Context: an optimization exercise on an open-source flow, tuned for small area, a short achievable clock period and few clock cycles per item. The choices shown serve that exercise and are no tape-out recipe. In this exercise RTL edits were held to simulation tests only and were not proved equivalent to the original. Power figures rest on the tool's default switching activity, not on a simulated workload.

**flow/config.mk**
```make
export PLATFORM = sky130hd
export DESIGN_NAME = MyDesign
export DESIGN_NICKNAME = MyDesign
export VERILOG_FILES = /design/flow/design.v
export SDC_FILE = /design/flow/constraint.sdc
export NUM_CORES = 4
export LEC_CHECK = 0
export CAP_MARGIN = 20
export CORE_MARGIN = 2
export CORE_UTILIZATION = 40
export SLEW_MARGIN = 20
```
**flow/run.sh**
```bash
#!/bin/bash
# synth_recipe.tcl (not shown) runs the flow's synth.tcl, then flattens the netlist and writes it again
# the make line also repeats each setting of config.mk as NAME=value (left out here)
make -C /OpenROAD-flow-scripts/flow DESIGN_CONFIG=/design/flow/config.mk WORK_HOME=/design/flow/orfs CLKGATE_MAP_FILE= SYNTH_SCRIPT=/design/flow/synth_recipe.tcl finish
```
**flow/constraint.sdc**
```tcl
create_clock -name core_clock -period 11.0 [get_ports {clk}]
set_input_delay 2.2000 -clock core_clock [delete_from_list [all_inputs] [get_ports {clk}]]
set_output_delay 2.2000 -clock core_clock [all_outputs]
set_load 0.01 [all_outputs]
```
**flow/design.v**
```verilog
module MyDesign(
    input logic reset_n,
    input logic clk,
    input logic dut_valid,
    output logic dut_ready,
    output logic dut__tb__sram_input_write_enable,
    output logic [16-1 : 0] dut__tb__sram_input_write_address,
    output logic [32-1 : 0] dut__tb__sram_input_write_data,
    output logic [16-1 : 0] dut__tb__sram_input_read_address,
    input logic [32-1 : 0] tb__dut__sram_input_read_data,     
    output logic dut__tb__sram_weight_write_enable,
    output logic [16-1 : 0] dut__tb__sram_weight_write_address,
    output logic [32-1 : 0] dut__tb__sram_weight_write_data,
    output logic [16-1 : 0] dut__tb__sram_weight_read_address,
    input logic [32-1 : 0] tb__dut__sram_weight_read_data,     
    output logic dut__tb__sram_result_write_enable,
    output logic [16-1 : 0] dut__tb__sram_result_write_address,
    output logic [32-1 : 0] dut__tb__sram_result_write_data,
    output logic [16-1 : 0] dut__tb__sram_result_read_address,
    input logic [32-1 : 0] tb__dut__sram_result_read_data,
    output logic dut__tb__sram_scratchpad_write_enable,
    output logic [16-1 : 0] dut__tb__sram_scratchpad_write_address,
    output logic [32-1 : 0] dut__tb__sram_scratchpad_write_data,
    output logic [16-1 : 0] dut__tb__sram_scratchpad_read_address,
    input logic [32-1 : 0] tb__dut__sram_scratchpad_read_data
);
typedef enum logic [2:0] {
    IDLE,
    READ_DIM,
    READ_INPUT,
    ACCUMULATE,
    WRITE_DATA,
    DONE
} state_t;
state_t current_state, next_state;
logic [31:0]  accum_result;
logic [31:0]  temp_result;
logic [31:0]  input_data;
logic [14:0] input_address;			 
logic [31:0]  weight_data;
logic [15:0] weight_address;
logic [13:0] matrix_a_rows;			 
logic [15:0] matrix_a_cols;
logic [13:0] matrix_b_cols;
logic [14:0] total_elements_b;			 
logic [13:0] total_writes;
logic [13:0] row_counter;
logic [15:0] a_column_counter;
logic [13:0] b_element_counter;
logic [13:0] b_column_counter;			 
logic [13:0] write_count;			 
logic [15:0] result_addr;
logic [13:0] scratchpad_addr;			 
logic first_write;				 
logic [15:0] col_dims;
logic set_dut_ready;
logic compute_complete;
logic read_addr_sel ;
logic write_enable_sel;
logic [2:0]done_count;
always @(posedge clk) begin : proc_current_state_fsm
  if(!reset_n) begin  
    current_state <= IDLE;
  end else begin
    current_state <= next_state;
  end
end
always @(posedge clk) begin : proc_compute_complete
  if(!reset_n) begin
    compute_complete <= 0;
  end else begin
    compute_complete <= (set_dut_ready) ? 1'b1 : 1'b0;
  end
end
assign dut_ready = compute_complete;
always @(posedge clk) begin : proc_matrix_size
  if(!reset_n) begin
    matrix_a_rows <= 0;
    matrix_a_cols <= 0;
    matrix_b_cols <= 0;
    dut__tb__sram_input_write_enable <= 0;
    dut__tb__sram_weight_write_enable <= 0;
  end else begin
   if (current_state==READ_DIM) begin
    matrix_a_rows <= tb__dut__sram_input_read_data[31:16];
    matrix_a_cols <= tb__dut__sram_input_read_data[15:0];
    matrix_b_cols <= tb__dut__sram_weight_read_data[15:0];
    total_elements_b <= tb__dut__sram_input_read_data[15:0] * tb__dut__sram_weight_read_data[15:0];
    total_writes <=tb__dut__sram_input_read_data[31:16]*tb__dut__sram_weight_read_data[15:0]; 
   end
  end
end
always @(posedge clk) begin
  if (!reset_n || current_state == IDLE) begin
    done_count <= 3'b000;
  end else if (current_state == DONE ) begin 
    done_count <= done_count + 1;
  end
end
assign col_dims = (done_count<3) ? matrix_a_cols : 
                  (done_count==3) ? matrix_b_cols : 
                  (done_count==4)  ? matrix_a_rows : 
                   0;
always @(posedge clk) begin  
  if(!reset_n) begin  
    first_write <= 0;
  end else begin
    if (current_state==DONE)
    	first_write <= 0;
    else if (current_state==WRITE_DATA)
    	first_write <= 1;
  end
end
always @(posedge clk) begin
    if (!reset_n|| current_state == IDLE) begin
      input_address  <= 1'b0;
      weight_address <= 1'b0;
      row_counter <= 1'b0;
      a_column_counter <= 1'b0;
      b_element_counter <= 1'b0;
      b_column_counter <= 1'b1;
      write_count <= 1'b0;
    end
    else begin
     if (done_count<3) begin
      if (read_addr_sel == 1'b0) begin
        input_address <= 1'b0;
	weight_address <= 1'b0;
        a_column_counter <= 1'b0;
        row_counter <= 1'b0;
        b_element_counter <= 1'b0;
      end
      else if (read_addr_sel == 1'b1) begin
      	input_address <= 12'h001  + (row_counter * matrix_a_cols) + a_column_counter;
        weight_address <= 12'h001 + b_element_counter + done_count * total_elements_b;
	if (a_column_counter == matrix_a_cols -1 && b_element_counter != total_elements_b -1) begin
                    a_column_counter <= 0;  
	            b_element_counter <= b_element_counter + 1;
        end else if (b_element_counter == total_elements_b-1) begin
	        row_counter <= row_counter + 1;  		 
	        a_column_counter <= 0;
		b_element_counter <= 0;
	    end 
            else if (a_column_counter < matrix_a_cols-1 && b_element_counter != total_elements_b -1 ) begin
	        a_column_counter <= a_column_counter + 1;
	        b_element_counter <= b_element_counter + 1; 
	    end 
     end	
    end
	else if (done_count==3) begin
      if (read_addr_sel == 1'b0) begin
        input_address <= 1'b0;
	weight_address <= 1'b0;
        a_column_counter <= 1'b0;
        row_counter <= 1'b0;
        b_element_counter <= 1'b0;
      end
      else if (read_addr_sel == 1'b1) begin
      	input_address <=  (row_counter * matrix_b_cols) + a_column_counter;
        weight_address <=  b_element_counter;
	if (a_column_counter == matrix_b_cols -1 && b_element_counter != total_writes -1) begin
                    a_column_counter <= 0;  
	            b_element_counter <= b_element_counter + 1;
        end else if (b_element_counter == total_writes-1) begin
	        row_counter <= row_counter + 1;  		 
	        a_column_counter <= 0;
		b_element_counter <= 0;
	    end 
            else if (a_column_counter < matrix_b_cols-1 && b_element_counter != total_writes -1 ) begin
	        a_column_counter <= a_column_counter + 1;
	        b_element_counter <= b_element_counter + 1; 
	    end 
     end	
    end
	else if (done_count ==4) begin
      if (read_addr_sel == 1'b0) begin
        input_address <= 1'b0;
	weight_address <= 1'b0;
        a_column_counter <= 1'b0;
        row_counter <= 1'b0;
        b_element_counter <= 1'b0;
	b_column_counter <= 1'b1;
      end
      else if (read_addr_sel == 1'b1) begin
      	input_address <=  (row_counter * matrix_a_rows) + a_column_counter + total_writes + total_writes +total_writes; 	 
        weight_address <=  b_element_counter + total_writes;
	if (a_column_counter == matrix_a_rows -1 && b_element_counter != total_writes -1) begin
                    a_column_counter <= 0;  
	            b_element_counter <= b_column_counter;
		    b_column_counter <= b_column_counter +1;
		    write_count <= write_count +1;
        end else if (b_element_counter == total_writes-1) begin
	        row_counter <= row_counter + 1;  		 
	        a_column_counter <= 0;
		b_element_counter <= 0;
		b_column_counter <= 1;
	    end 
            else if (a_column_counter < matrix_a_rows-1 && b_element_counter != total_writes -1 ) begin
	        a_column_counter <= a_column_counter + 1;
	        b_element_counter <= b_element_counter + matrix_b_cols; 
	    end 
     end	
end
    end
 end
assign dut__tb__sram_input_write_address = 0;
assign dut__tb__sram_input_write_data = 0;
assign dut__tb__sram_weight_write_address = 0;
assign dut__tb__sram_weight_write_data = 0;
assign dut__tb__sram_input_read_address = (done_count<3)? input_address : 0;
assign dut__tb__sram_weight_read_address = (done_count<3)? weight_address : 0;
assign dut__tb__sram_result_read_address = (done_count>2)? input_address : 0;
assign dut__tb__sram_scratchpad_read_address = (done_count>2)? weight_address : 0;
always @(posedge clk) begin : proc_accumulation
  if(!reset_n|| current_state == IDLE) begin
    input_data   <= 1'b0;
    weight_data  <= 1'b0;
    accum_result <= 1'b0;
  end else begin
    accum_result <= accum_result;
    if (done_count <3) begin
    	input_data <= tb__dut__sram_input_read_data;
    	weight_data <= tb__dut__sram_weight_read_data;
    end else if(done_count >2) begin
    	input_data <= tb__dut__sram_result_read_data;
    	weight_data <= tb__dut__sram_scratchpad_read_data;
    end
	if (current_state == WRITE_DATA) 
		accum_result <= 0;
	else 
		accum_result <= accum_result + temp_result;
   end
end
assign temp_result = input_data*weight_data;
always @(posedge clk) begin : proc_sram_write_address_r
  if(!reset_n || current_state == IDLE) begin
    result_addr <= 0;
    scratchpad_addr <= 0;
  end else begin
    result_addr <= write_enable_sel ? result_addr + 1 : result_addr; 
    if (done_count)	
	scratchpad_addr <= write_enable_sel ? scratchpad_addr + 1 : scratchpad_addr;
  end
end
 assign dut__tb__sram_result_write_enable = write_enable_sel;
 assign dut__tb__sram_result_write_address = result_addr;
 assign dut__tb__sram_result_write_data = write_enable_sel ? (accum_result + temp_result) : 0;
 assign dut__tb__sram_scratchpad_write_enable = write_enable_sel && (done_count==2 ||done_count ==1);
 assign dut__tb__sram_scratchpad_write_address = scratchpad_addr;
 assign	dut__tb__sram_scratchpad_write_data = write_enable_sel ? (accum_result + temp_result) : 0;
always @(*) begin : proc_next_state_fsm
  next_state          = IDLE;
  case (current_state)
    IDLE                    : begin
	if (dut_valid) begin
		set_dut_ready       = 1'b0;
        	read_addr_sel       = 1'b0;
        	write_enable_sel    = 1'b0;
        	next_state          = READ_DIM;
      	end
      	else begin
        	set_dut_ready       = 1'b1;
        	read_addr_sel       = 1'b0;
        	write_enable_sel    = 1'b0;
        	next_state          = IDLE;
      	end
    end
    READ_DIM  : begin
      set_dut_ready         = 1'b0;
      read_addr_sel         = 1'b0;  
      write_enable_sel      = 1'b0;
      next_state            = READ_INPUT;
    end 
    READ_INPUT: begin
      set_dut_ready         = 1'b0;
      read_addr_sel         = 1'b1;   
      write_enable_sel      = 1'b0;
      next_state            = ACCUMULATE;    
    end
    ACCUMULATE: begin
      set_dut_ready         = 1'b0;
      read_addr_sel         = 1'b1;   
      write_enable_sel      = 1'b0;
      if (a_column_counter !=1 && col_dims>1 )
      	next_state            = ACCUMULATE; 
      else 
	next_state = WRITE_DATA;   
    end
    WRITE_DATA: begin
      set_dut_ready         = 1'b0;
      read_addr_sel         = 1'b1;  
      write_enable_sel      = first_write? 1'b1: 1'b0;
      if (col_dims<2 ) begin
	if (write_count<total_writes+1)
		next_state = WRITE_DATA;
	else 
		next_state = DONE;
      end
      else begin
	if (done_count !=4) begin
      if (row_counter == matrix_a_rows && b_element_counter==2)			 
      	next_state = DONE;
      else 
		next_state = ACCUMULATE; 
      end
      else if (done_count ==4) begin
	if (write_count > total_writes)			 
      	next_state = DONE;
      else 
		next_state = ACCUMULATE; 
      end
	end
    end
    DONE: begin
      set_dut_ready         = 1'b0;
      read_addr_sel         = 1'b0;  
      write_enable_sel      = 1'b0;
      if (done_count ==4)
	next_state = IDLE;
      else   
	next_state = READ_INPUT;   
    end
    default                 :  begin
      set_dut_ready         = 1'b1;
      read_addr_sel         = 1'b0;  
      write_enable_sel      = 1'b0;
      next_state = IDLE;    
    end
endcase
end
endmodule
```
==> run summary <==
-- synth_stat cells (31+ instances only) --
cell	number	share of area [%]
sky130_fd_sc_hd__inv_1	1080	7.2
sky130_fd_sc_hd__nand2_1	941	6.3
sky130_fd_sc_hd__fa_1	860	31
sky130_fd_sc_hd__and2_1	597	6.7
sky130_fd_sc_hd__ha_1	488	11
sky130_fd_sc_hd__xnor2_1	332	5.2
sky130_fd_sc_hd__clkbuf_1	326	2.2
sky130_fd_sc_hd__nor2_1	320	2.1
sky130_fd_sc_hd__dfxtp_1	281	10
sky130_fd_sc_hd__a21oi_1	209	1.9
sky130_fd_sc_hd__o21ai_0	167	1.5
sky130_fd_sc_hd__buf_4	136	1.8
sky130_fd_sc_hd__nand3_1	131	1.2
sky130_fd_sc_hd__xor2_1	131	2.1
sky130_fd_sc_hd__nor3_1	73	0.65
sky130_fd_sc_hd__nor2b_1	57	0.64
sky130_fd_sc_hd__a21o_1	47	0.63
sky130_fd_sc_hd__and3_1	45	0.50
sky130_fd_sc_hd__nand4_1	43	0.48
sky130_fd_sc_hd__or3_1	31	0.35
-- cell type report --
type                            count  area (um^2)
Sequential cell                   310         6525
Clock buffer                       52         1194
Clock inverter                     30        406.6
Inverter                         1082         4061
Antenna cell                        1        2.502
Multi-Input combinational cell   4918        43440
Timing Repair Buffer              419         3881
Tap cell                         1876         2347
Fill cell                       13840        77330
-- layer usage --
layer  wire length [um]  GRT usage (%)  vias up  part of all wire [%]
met5                 24              0        -                 0.013
met4               6059          8.306        4                   3.3
met3              15330          4.437      290                   8.5
met2              82270          40.97     1830                    45
met1              77400          34.83    22710                    43
li1                   -              -    20620                     -
-- logic make-up after synthesis --
kind of cell	count (synthesis)	synth area share [%]
and+or+nand+nor	2343	20.34
xor gates and xnor gates	463	7.247
muxes	16	0.2885
DFF	310	11.61
AOI/OAI and AO/OA	646	7.256
buffers and inverters	1573	11.57
adders and majority gates	1348	41.68
other	1	0.006702
-- worst min-delay path: cells and delay by family, from the launching register on --
kind	cells	cell delay, ps
DFF	1	310
and+or+nand+nor	1	50
AOI/OAI and AO/OA	1	50
-- power by group --
group	total (uW)	switching [uW]	internal [uW]	leakage (uW)
clock network	1610	636	972	0.000764
logic	4330	2570	1770	0.0255
registers	1680	341	1340	0.00255
-- registers in the layout (all words and copies together) (netlist names) --
register	flops
first_write	1
a_column_counter	16
b_element_counter	14
done_count	3
weight_address	16
accum_result	32
write_count	14
compute_complete	1
total_writes	14
input_data	32
matrix_b_cols	14
row_counter	14
matrix_a_cols	16
result_addr	16
matrix_a_rows	14
input_address	15
b_column_counter	14
total_elements_b	15
scratchpad_addr	14
weight_data	32
current_state	3
-- final timing paths --
kind                     startpoint                                  end  slack (ps)  cells past startpoint
setup / recovery     input_data[11]  dut__tb__sram_result_write_data[30]         390                     26
hold / removal    weight_address[1]                    weight_address[1]         460                      2
setup reg to reg     input_data[11]                     accum_result[30]        3610                     25
hold reg to reg   weight_address[1]                    weight_address[1]         460                      2
-- per-stage QoR --
step | power [uW] | cell area (um^2) | instances
global placement | 5912 | 60230 | 8605
detailed placement | 5981 | 60230 | 8605
CTS | 7623 | 61830 | 8687
floorplan | 4629 | 56330 | 6801
finish | 7626 | 61860 | 8688
global route | 8206 | 61860 | 8687
==> run summary <==
Critical path:
- The family with the most delay on the worst path is adder cells.
- The critical path class is flip-flop to output pin.
- On the worst path, the slowest cell contributes a delay of 720 ps.
- The type of element capturing the critical path is an output pin.
- The number of buffer and inverter stages on the critical path is 6.
- Data on the critical path is required at its endpoint by 8800 ps.
- The top fanout value on the critical path is 13.
- STA classifies the critical path startpoint as a flip-flop.
- At the worst endpoint, the arrival time is 8410 ps.
- The most used cell along the critical path is sky130_fd_sc_hd__fa_1.
- The slowest cell on the critical path is sky130_fd_sc_hd__dfxtp_1.

Power and ir drop:
- The power density over the cells is 123.3 mW/mm^2.
- Across the VDD grid, the largest voltage drop is 0.0001343 V.
- The static power due to leakage is 0.02878 uW.

STA:
- The final-report max-slew violation count was 0.
- The largest clock skew in the final design is 40.62 ps.
- Setup slack closes at 385.8 ps.
- The minimum period implied by the final worst setup slack is 10610 ps.
- The transition time of the tightest slew-check pin is 1087 ps.
- The final cycle utilization of the critical path is 96.49%.
- Setup repair after global routing left no endpoint under its margin.
- On the final layout, the worst hold slack is 461.4 ps.
- Static timing analysis puts the maximum clock frequency at 94.21 MHz.
- The final sum of negative setup slack is 0 ps.
- The hold violation count in the final report is 0.
- Headroom to the max-slew limit came out at 27.11%.
- The total of endpoints with negative setup slack in the final report is 0.

GRT:
- Entering global routing, the biggest net connects 70 pins.
- The number of antenna violations at the first check in global routing is 8.
- The global-route usage over all layers is 25.52%.
- After global routing the overflow that remains totals 0.
- The via count of the first global-routing pass was 45990.
- The first global-routing pass estimated 278300 um of wire.

Synth:
- The commonest register cell after synthesis is sky130_fd_sc_hd__dfxtp_1.
- For this run, the number of Yosys warnings is 1.
- The cell count after synthesis is 6700.
- In this run, distinct cell masters in the synthesized netlist total 92.
- The share of async-settable or async-resettable flops after synthesis is 0%.
- The sequential fraction of the synthesis area is 11.61%.
- The count of flip-flops with a built-in enable after synthesis is 29.
- The mean instance size in the synthesized netlist is 8.351 um^2.
- The number of synthesized register bits is 310.
- In this run the cell area of the synthesized design comes to 0.05595 mm^2.

Detailed routing:
- The detailed router placed 45450 vias in this run.
- The via density per instance is 5.232.
- The post-detailed-route DRC marker count is 0.
- The number of DRC markers after the initial detailed-route iteration is 3597.
- The total detailed-routing wirelength is 181100 um.
- The remaining antenna violation count is 0.
- The first detailed-routing pass ran for 7 iterations.
- After detailed routing, the average wire length per cell comes to 20.84 um.

Run status:
- The flow ran to the end and the layout has no timing, DRC or antenna violations.

Floorplan:
- The total die area is 0.1429 mm^2.
- The die height is 378.0 um.
- The standard-cell row count is 137.
- The region available for standard cell placement spans 0.1392 mm^2.
- The count of pins on the block boundary is 392.
- The die outline width is 378.0 um.
- For this configuration, the core starts out at a cell density of 40.20%.

Cells and area:
- The end-of-flow core utilization is 44.44%.
- From synthesis to final layout, the design area changed by 10.56%.
- The fraction of layout instances using a drive strength above 1 is 4.023%.
- The number of nets in the layout is 8254.
- The library cell used most frequently in the layout, excluding fill and tap cells, is sky130_fd_sc_hd__inv_1.
- The library cells used most frequently in the layout, excluding fill and tap cells, are sky130_fd_sc_hd__inv_1, sky130_fd_sc_hd__nand2_1, sky130_fd_sc_hd__fa_1, sky130_fd_sc_hd__and2_1, sky130_fd_sc_hd__ha_1.

Clocking:
- Once the clock tree was built, the resizer swapped 0 gates to a different size.
- The tree is rooted in a sky130_fd_sc_hd__clkbuf_16.
- The clock reaches the later pin of the worst-skew pair after 650 ps.
- The total CTS buffers is 44.
- Buffers added to address setup during post-CTS repair amount to 0.
- In this run the number of H-tree levels came out at 2.
- The clock transition at the register clock pins on the worst setup and hold paths after CTS is 60 ps.
- The clock net in this run drives a total of 310 sinks.
- The number of buffers added to fix hold violations after cts is 0.
- The TritonCTS clock tree is built.
- The clock passes through at most 3 buffers.

Job:
- The number of max-cap violations is 0.

Placed design:
- The congestion estimate from routability-driven global placement came to 0.9360.
- The HPWL after detailed placement is 141700 um.
- Before CTS, the worst setup slack after placement is 834.0 ps.
- The number of port buffers is 289.

Worst hold path:
- The worst hold path belongs to the class flip-flop to flip-flop.
Testbench counts, summed over its fixed seeds: cycles 312,606, items 48.

==> separate check: timing with driven ports <==
How much do the figures lean on ideal ports? The routed layout below was timed once more, with nothing changed but the port constraints. Step 1 assumes that a clkbuf_16 drives the clock port and a buf_2 every other input. Step 2 moves the port delays by t, midway between the first and last clock arrival at a register: inputs arrive t later, outputs are due t later. That takes back most of the time a late clock gives input paths. a / b / c = ideal ports / drivers / drivers and shift; a / b = the first two.
shift t [ns]: 0.703
setup slack, ns: 0.386 / 0.313 / 1.015
worst setup path after step 2: register to output
slew at the worst register clock pin (ns): 0.08 / 0.08
After both steps setup and hold are still met in this run. For this run, drivers alone change the setup slack by -0.073 ns; drivers and shift together by +0.629 ns.
